What follows belongs to an exercise in optimizing a design on an open flow for small area, a short achievable clock period and few clock cycles per item; a production flow would make more cautious choices. No functional check of the RTL was part of this run. Power is estimated from default activity; no workload was simulated.

===== design/flow/flow/run.sh =====
#!/bin/bash
# Own flow: the standard layout, with a synthesis that keeps the design's
# combinational modules apart until ABC has mapped them, maps the per-entry
# mux for area (flow/abc_area.script) and the rest for delay
# (flow/abc_fast.script), then flattens as the standard synthesis does.
# All registers sit in the top module, so their names and cells are the
# standard synthesis's.
set -euo pipefail
W=$PWD
export MY_ABC_SCRIPT=$W/flow/abc_fast.script
export MY_ABC_AREA_SCRIPT=$W/flow/abc_area.script
export MY_AREA_SEL='*systolic_pq_proc*'
cat flow/abc_hook.tcl synth_recipe.tcl > my_synth.tcl
sed "s#SYNTH_SCRIPT=[^ ]*synth_recipe.tcl#SYNTH_SCRIPT=$W/my_synth.tcl SYNTH_HIERARCHICAL=1 SYNTH_MINIMUM_KEEP_SIZE=0#" standard.sh > my_standard.sh
grep -q "SYNTH_SCRIPT=$W/my_synth.tcl" my_standard.sh
bash my_standard.sh synth > synth.log 2>&1
grep -q "flow abc (area):" orfs/logs/*/systolic_pq/base/1_2_yosys.log
bash standard.sh > layout.log 2>&1

===== design/flow/flow/abc_area.script =====
strash
dch
map -a
topo
stime -p

===== design/flow/flow/abc_fast.script =====
strash
dc2
balance
map {D}
topo
buffer
upsize {D}
dnsize {D}
stime -p

===== design/flow/flow/abc_hook.tcl =====
# Yosys's abc with this flow's ABC scripts in place of ORFS's. The per-entry
# next-value mux (module systolic_pq_proc, kept as its own module during
# synthesis) is mapped for area first; then the rest of the design is
# mapped for delay. Everything else in the synthesis is the standard one.
proc abc {args} {
  set i [lsearch -exact $args -script]
  set a $args
  lset a [expr {$i + 1}] $::env(MY_ABC_AREA_SCRIPT)
  puts "flow abc (area): $a $::env(MY_AREA_SEL)"
  yosys abc {*}$a $::env(MY_AREA_SEL)
  lset args [expr {$i + 1}] $::env(MY_ABC_SCRIPT)
  puts "flow abc: $args"
  yosys abc {*}$args
}

===== design/flow/standard.sh =====
#!/bin/bash
# synth_recipe.tcl (not shown) runs the flow's synth.tcl, then flattens the netlist and writes it again
# the make line also repeats each setting of config.mk as NAME=value (left out here)
make -C /OpenROAD-flow-scripts/flow DESIGN_CONFIG=/design/flow/config.mk WORK_HOME=/design/flow/orfs CLKGATE_MAP_FILE= SYNTH_SCRIPT=/design/flow/synth_recipe.tcl "${@:-finish}"

===== design/flow/config.mk =====
export PLATFORM = sky130hd
export DESIGN_NAME = systolic_pq
export DESIGN_NICKNAME = systolic_pq
export VERILOG_FILES = /design/flow/design.v
export SDC_FILE = /design/flow/constraint.sdc
export NUM_CORES = 4
export LEC_CHECK = 0
export CAP_MARGIN = 20
export CORE_MARGIN = 2
export CORE_UTILIZATION = 35
export CTS_CLUSTER_DIAMETER = 100
export CTS_CLUSTER_SIZE = 30
export PLACE_DENSITY = 0.6
export SETUP_SLACK_MARGIN = 1.7
export SLEW_MARGIN = 20

===== design/flow/constraint.sdc =====
create_clock -name core_clock -period 4.5 [get_ports {clk}]
set_input_delay 0.9000 -clock core_clock [delete_from_list [all_inputs] [get_ports {clk}]]
set_output_delay 0.9000 -clock core_clock [all_outputs]
set_load 0.01 [all_outputs]

===== design/flow/design.v =====
module systolic_pq_proc #(parameter W=32) (
    input logic s_hold, s_lo, s_hi, s_new,
    input logic [W-1:0] e, lo, hi, n,
    output logic [W-1:0] d);
  assign d = ({W{s_hold}} & e) | ({W{s_lo}} & lo) |
             ({W{s_hi}} & hi) | ({W{s_new}} & n);
endmodule
module systolic_pq #(parameter KW=16, VW=16, N=16) (
  input logic clk, rst, ivalid,
  input logic [KW+VW-1:0] idata,
  output logic irdy,
  output logic ovalid,
  output logic [KW+VW-1:0] odata,
  input logic ordy
  );
  localparam int W = KW + VW;
  logic [W-1:0] e [0:N-1];    
  logic [N-1:0] v;            
  logic [N:0]   gt;           
  assign odata  = e[0];
  assign ovalid = v[0];
  assign irdy   = !v[N-1];
  logic ins, ext;
  assign ins = ivalid && irdy;
  assign ext = ordy && ovalid;
  logic ins_only, ext_only, both, idle;
  assign ins_only = ins && !ext;
  assign ext_only = ext && !ins;
  assign both     = ins && ext;
  assign idle     = !ins && !ext;
  genvar i;
  generate
    for (i = 0; i < N; i = i + 1) begin : G_CMP
      logic [15:0] g0, ge0;
      logic [7:0]  g1, ge1;
      logic [3:0]  g2, ge2;
      logic [1:0]  g3, ge3;
      logic        g4;
      assign g0  = e[i][W-1:VW] & ~idata[W-1:VW];
      assign ge0 = e[i][W-1:VW] | ~idata[W-1:VW];
      for (genvar j = 0; j < 8; j = j + 1) begin : G_L1
        assign g1[j]  = g0[2*j+1] | (ge0[2*j+1] & g0[2*j]);
        assign ge1[j] = g0[2*j+1] | (ge0[2*j+1] & ge0[2*j]);
      end
      for (genvar j = 0; j < 4; j = j + 1) begin : G_L2
        assign g2[j]  = g1[2*j+1] | (ge1[2*j+1] & g1[2*j]);
        assign ge2[j] = g1[2*j+1] | (ge1[2*j+1] & ge1[2*j]);
      end
      for (genvar j = 0; j < 2; j = j + 1) begin : G_L3
        assign g3[j]  = g2[2*j+1] | (ge2[2*j+1] & g2[2*j]);
        assign ge3[j] = g2[2*j+1] | (ge2[2*j+1] & ge2[2*j]);
      end
      assign g4 = g3[1] | (ge3[1] & g3[0]);
      assign gt[i] = !v[i] || g4;
    end
  endgenerate
  assign gt[N] = 1'b1;
  generate
    for (i = 0; i < N; i = i + 1) begin : G_ENT
      logic [W-1:0] lo, hi;    
      logic gtl;               
      logic s_hold, s_lo, s_hi, s_new;
      if (i == 0) begin : G_FIRST
        assign lo = idata;
        assign gtl = 1'b0;
      end else begin : G_MID
        assign lo = e[i-1];
        assign gtl = gt[i-1];
      end
      if (i == N-1) begin : G_LAST
        assign hi = e[i];
      end else begin : G_UP
        assign hi = e[i+1];
      end
      logic p_below, p_just, p_at, p_above;
      assign p_below = !gt[i+1];
      assign p_just  = gt[i+1] && !gt[i];
      assign p_at    = gt[i] && !gtl;
      assign p_above = gtl;
      assign s_hi   = ext_only || (both && p_below);
      assign s_new  = (ins_only && p_at) || (both && (p_just || (i == 0 && p_at)));
      assign s_lo   = ins_only && p_above;
      assign s_hold = idle || (ins_only && (p_below || p_just)) ||
                      (both && (p_above || (i != 0 && p_at)));
      logic [W-1:0] d;
      systolic_pq_proc #(.W(W)) U_MUX (.s_hold, .s_lo, .s_hi, .s_new,
          .e(e[i]), .lo, .hi, .n(idata), .d);
      always_ff @(posedge clk)
        e[i] <= d;
    end
  endgenerate
  always_ff @(posedge clk) begin
    if (rst)
      v <= '0;
    else if (ins && !ext)
      v <= {v[N-2:0], 1'b1};
    else if (ext && !ins)
      v <= {1'b0, v[N-1:1]};
  end
endmodule

==> run summary <==
==> tightest hold or removal path, stage by stage, from the launching register on <==
cell,delay [ns]
dfxtp_1,0.37
a22oi_1,0.07
nand2_1,0.06
==> logic make-up (layout without fill, tap and decap cells) <==
logic type | Yosys count | in the layout
other | 1 | 33
AOI/OAI and AO/OA | 1481 | 1489
DFF | 528 | 528
adders and majority gates | 4 | 4
buffers and inverters | 220 | 489
and+or+nand+nor | 862 | 876
==> cells in the mapped netlist, types with 8 or more instances <==
library cell	instances	area share (%)
nand2_1	663	9.8
o31ai_1	10	0.30
a21oi_1	70	1.4
clkbuf_1	42	0.62
o21a_1	17	0.50
buf_2	16	0.32
a22oi_1	1070	32
dfxtp_1	528	42
o21bai_1	8	0.24
o21ai_1	29	0.57
o21ai_0	107	2.1
a31oi_1	49	1.2
nor2_1	166	2.5
inv_1	152	2.2
o311ai_0	16	0.55
o211ai_1	14	0.41
o22ai_1	53	1.3
nand3_1	20	0.39
==> power by group through the flow <==
stage                     Sequential [W]  Clock (W)  Combinational (W)
final                            0.00884    0.00261            0.00796
after global routing             0.00911    0.00281            0.00868
after CTS                        0.00861    0.00266            0.00705
after detailed placement         0.00868          0            0.00605
after global placement           0.00866          0            0.00594
after floorplan                  0.00810          0            0.00445
==> state kept, by name, indices dropped and copies added (netlist names) <==
signal and flops:
e 512, v 16
==> how the worst min path moves through the flow <==
stage                            start                  to  depth (start not counted)
CTS                  v[9]$_SDFFE_PP0P_  v[10]$_SDFFE_PP0P_                          2
finish                 e[2][7]$_DFF_P_     e[3][7]$_DFF_P_                          2
floorplan           v[14]$_SDFFE_PP0P_  v[15]$_SDFFE_PP0P_                          2
global route           e[2][7]$_DFF_P_     e[3][7]$_DFF_P_                          2
detailed placement     e[3][6]$_DFF_P_     e[4][6]$_DFF_P_                          2
global placement      e[14][3]$_DFF_P_    e[15][3]$_DFF_P_                          2
==> per-stage QoR <==
step	utilization, %	area, sq um	power, W	worst slack [ns]
finish	46.4	33200	0.0194	1.64
global route	46.4	33200	0.0206	1.57
CTS	43.8	31400	0.0183	1.62
detailed placement	39.8	28500	0.0147	0.0800
global placement	39.8	28500	0.0146	0.0416
floorplan	-	26100	0.0125	1.40
==> final cells by class <==
cell class / instances / area [sq um]
repair inverters: 1 / 7.51
clock buffers: 23 / 564
multi-input cells: 2401 / 16500
diodes: 1 / 2.50
repair buffers: 300 / 3580
clock inverters: 8 / 97.6
well taps: 950 / 1190
fillers: 6996 / 38400
flip-flops and latches: 528 / 10600
inverters: 157 / 669
==> routing by layer <==
| layer | up-vias | global-route usage [%] |
|---|---|---|
| met1 | 12700 | 30.7 |
| li1 | 12700 | - |
| met4 | 0 | 9.72 |
| met2 | 748 | 37.0 |
| met3 | 200 | 1.88 |
| met5 | - | 0 |
==> timing repair <==
action,CTS,global route
buffers inserted,89,27
hold buffers,0,0
cloned,24,14
resized for setup,270,303
pin swaps,72,69
endpoints found under the setup margin,512,512
==> flow_summary.json <==
{
  "finalNonFillerCells": 4369,
  "critical_path.startpoint_type": "primary input",
  "yosysWarnings": 9,
  "core-area_sq_mm": 0.0716,
  "via_count": 26300,
  "max_freq_mhz": 349,
  "grt_overflow": 0,
  "worst-slew-pin-transition_ns": 0.957,
  "crit_chain": "buf_6 > buf_12 > inv_16 > nor2_1 > o21ai_1 > a221oi_1 > o21a_1 > o21a_1 > o21bai_4 > a21boi_4 > buf_4 > o21ai_4 > buf_4 > nand3_4 > clkbuf_16 > a22oi_1 > nand2_1",
  "viasPerCell": 6.01,
  "ant_nets": 0,
  "grt_pass1_vias": 23600,
  "slowest_stage": "o21a_1",
  "end_kind": "register",
  "die_x_um": 273,
  "rr_worst_depth": 16,
  "ff2ff_setup_slack_ns": 1.75,
  "avgSynthCellArea_sq_um": 8.20,
  "power.leakage_nw": 13.1,
  "synth-seq-area-share_pct": 41.6,
  "clk_latency_ns": 0.61,
  "vdd_drop_max_uv": 305,
  "synthToLayoutAreaGrowth_pct": 30.8,
  "rows": 98,
  "drv_slew": 0,
  "switching_power_w": 0.00821,
  "synth_top_family_by_area": "compound AO/OA/AOI/OAI gates",
  "worst-path-max-fanout": 29,
  "initial_core_util_pct": 35.4,
  "cts_tree": "done",
  "synth_xor_area_share_pct": 0,
  "pwr-share-comb_pct": 41.0,
  "r2r_end": "e[1][27]$_DFF_P_",
  "drtIter0Drc": 2426,
  "synth_area_sq_mm": 0.0254,
  "grt_max_degree": 50,
  "placed_cells": 4183,
  "relSlewSlack_pct": 36.0,
  "cp.arrival_ns": 3.35,
  "wl_um": 94500,
  "min_period_ns": 2.86,
  "power_density_mw_per_mm2": 584,
  "min_period_over_period_pct": 63.6,
  "worstHoldPathType": "reg2reg",
  "ys_types": 49,
  "die_h_um": 273,
  "synthArstFlopShare_pct": 0,
  "globalplace.congestion": 0.821,
  "grt_pass1_wl_um": 140000,
  "numPortBuffers": 69,
  "drc": 0,
  "ys.flop_type": "dfxtp_1",
  "drive_gt1_share_pct": 19.9,
  "crit_required_ns": 4.98,
  "first_pass_iters": 6,
  "setup_violations": 0,
  "drv_cap": 0,
  "p_int_w": 0.0112,
  "die-area_sq_mm": 0.0747,
  "cp_num_buf_inv": 6,
  "fin_nets": 3451,
  "ys_seq_elements": 528,
  "worstSetupPathDepth": 17,
  "p_seq_share_pct": 45.5,
  "syn_inst": 3096,
  "synthMuxAreaShare_pct": 0,
  "rsz0062_at_grt": "true",
  "final.setup_skew_ns": 0.0304,
  "synth_fa_ha_area_share_pct": 0.197,
  "hold_viol": 0,
  "wl_per_cell_um": 21.6,
  "synth_compound_area_share_pct": 41.7,
  "dr_wl_met3_um": 3910,
  "cts_buffers": 22,
  "worst-setup-path-type": "in2reg",
  "mostFrequentLayoutCells": "897 x a22oi_1, 638 x nand2_1, 528 x dfxtp_1",
  "htree_levels": 1,
  "crit_path_start": "idata[17]",
  "max_stage_delay_ns": 0.21,
  "antenna_found_initial": 1,
  "dp_hpwl_um": 56500,
  "ios": 70,
  "dr_wl_met2_um": 44300,
  "drt-met1-wl_um": 41500,
  "synth-simple-area-share_pct": 13.0,
  "power_frac_clock_pct": 13.4,
  "synth_edf_count": 0,
  "clock_path_buffers": 3,
  "cp-endpoint": "e[5][28]$_DFF_P_",
  "swShare_pct": 42.3,
  "cts_sinks": 528,
  "mostFrequentLayoutCell": "a22oi_1",
  "status": "finished clean",
  "timing.rr.start": "e[0][17]$_DFF_P_",
  "highest_layer": "met4",
  "setup_tns_ns": 0,
  "grtUsageTotal_pct": 22.7,
  "path_delay_family": "compound AO/OA/AOI/OAI gates",
  "whs_ns": 0.512,
  "root_buffer": "clkbuf_16",
  "clk_pin_slew_worst_paths_ns": 0.11
}

[port drivers added, routing unchanged]
Ports are ideal in the flow. The routed layout listed here was re-timed in OpenROAD. Step 1 sets driving cells, clkbuf_16 on the clock port and buf_2 on the other inputs (assumed; they add their load-dependent delay and slew). Step 2 times the ports against the registers' clock, not the clock port: input delays grow and output delays shrink by t, the midpoint of the rising clock arrivals with the driver on. Slacks: no drivers / after step 1 / after step 2; pairs: no drivers / after step 1.
shift t [ns]: 0.655
slack for setup (ns): 1.636 / 1.665 / 1.009
hold slack, ns: 0.512 / 0.512 / 0.512
After both steps setup and hold are still met in this run. For this run, drivers alone change the setup slack by +0.029 ns; drivers and shift together by -0.627 ns.
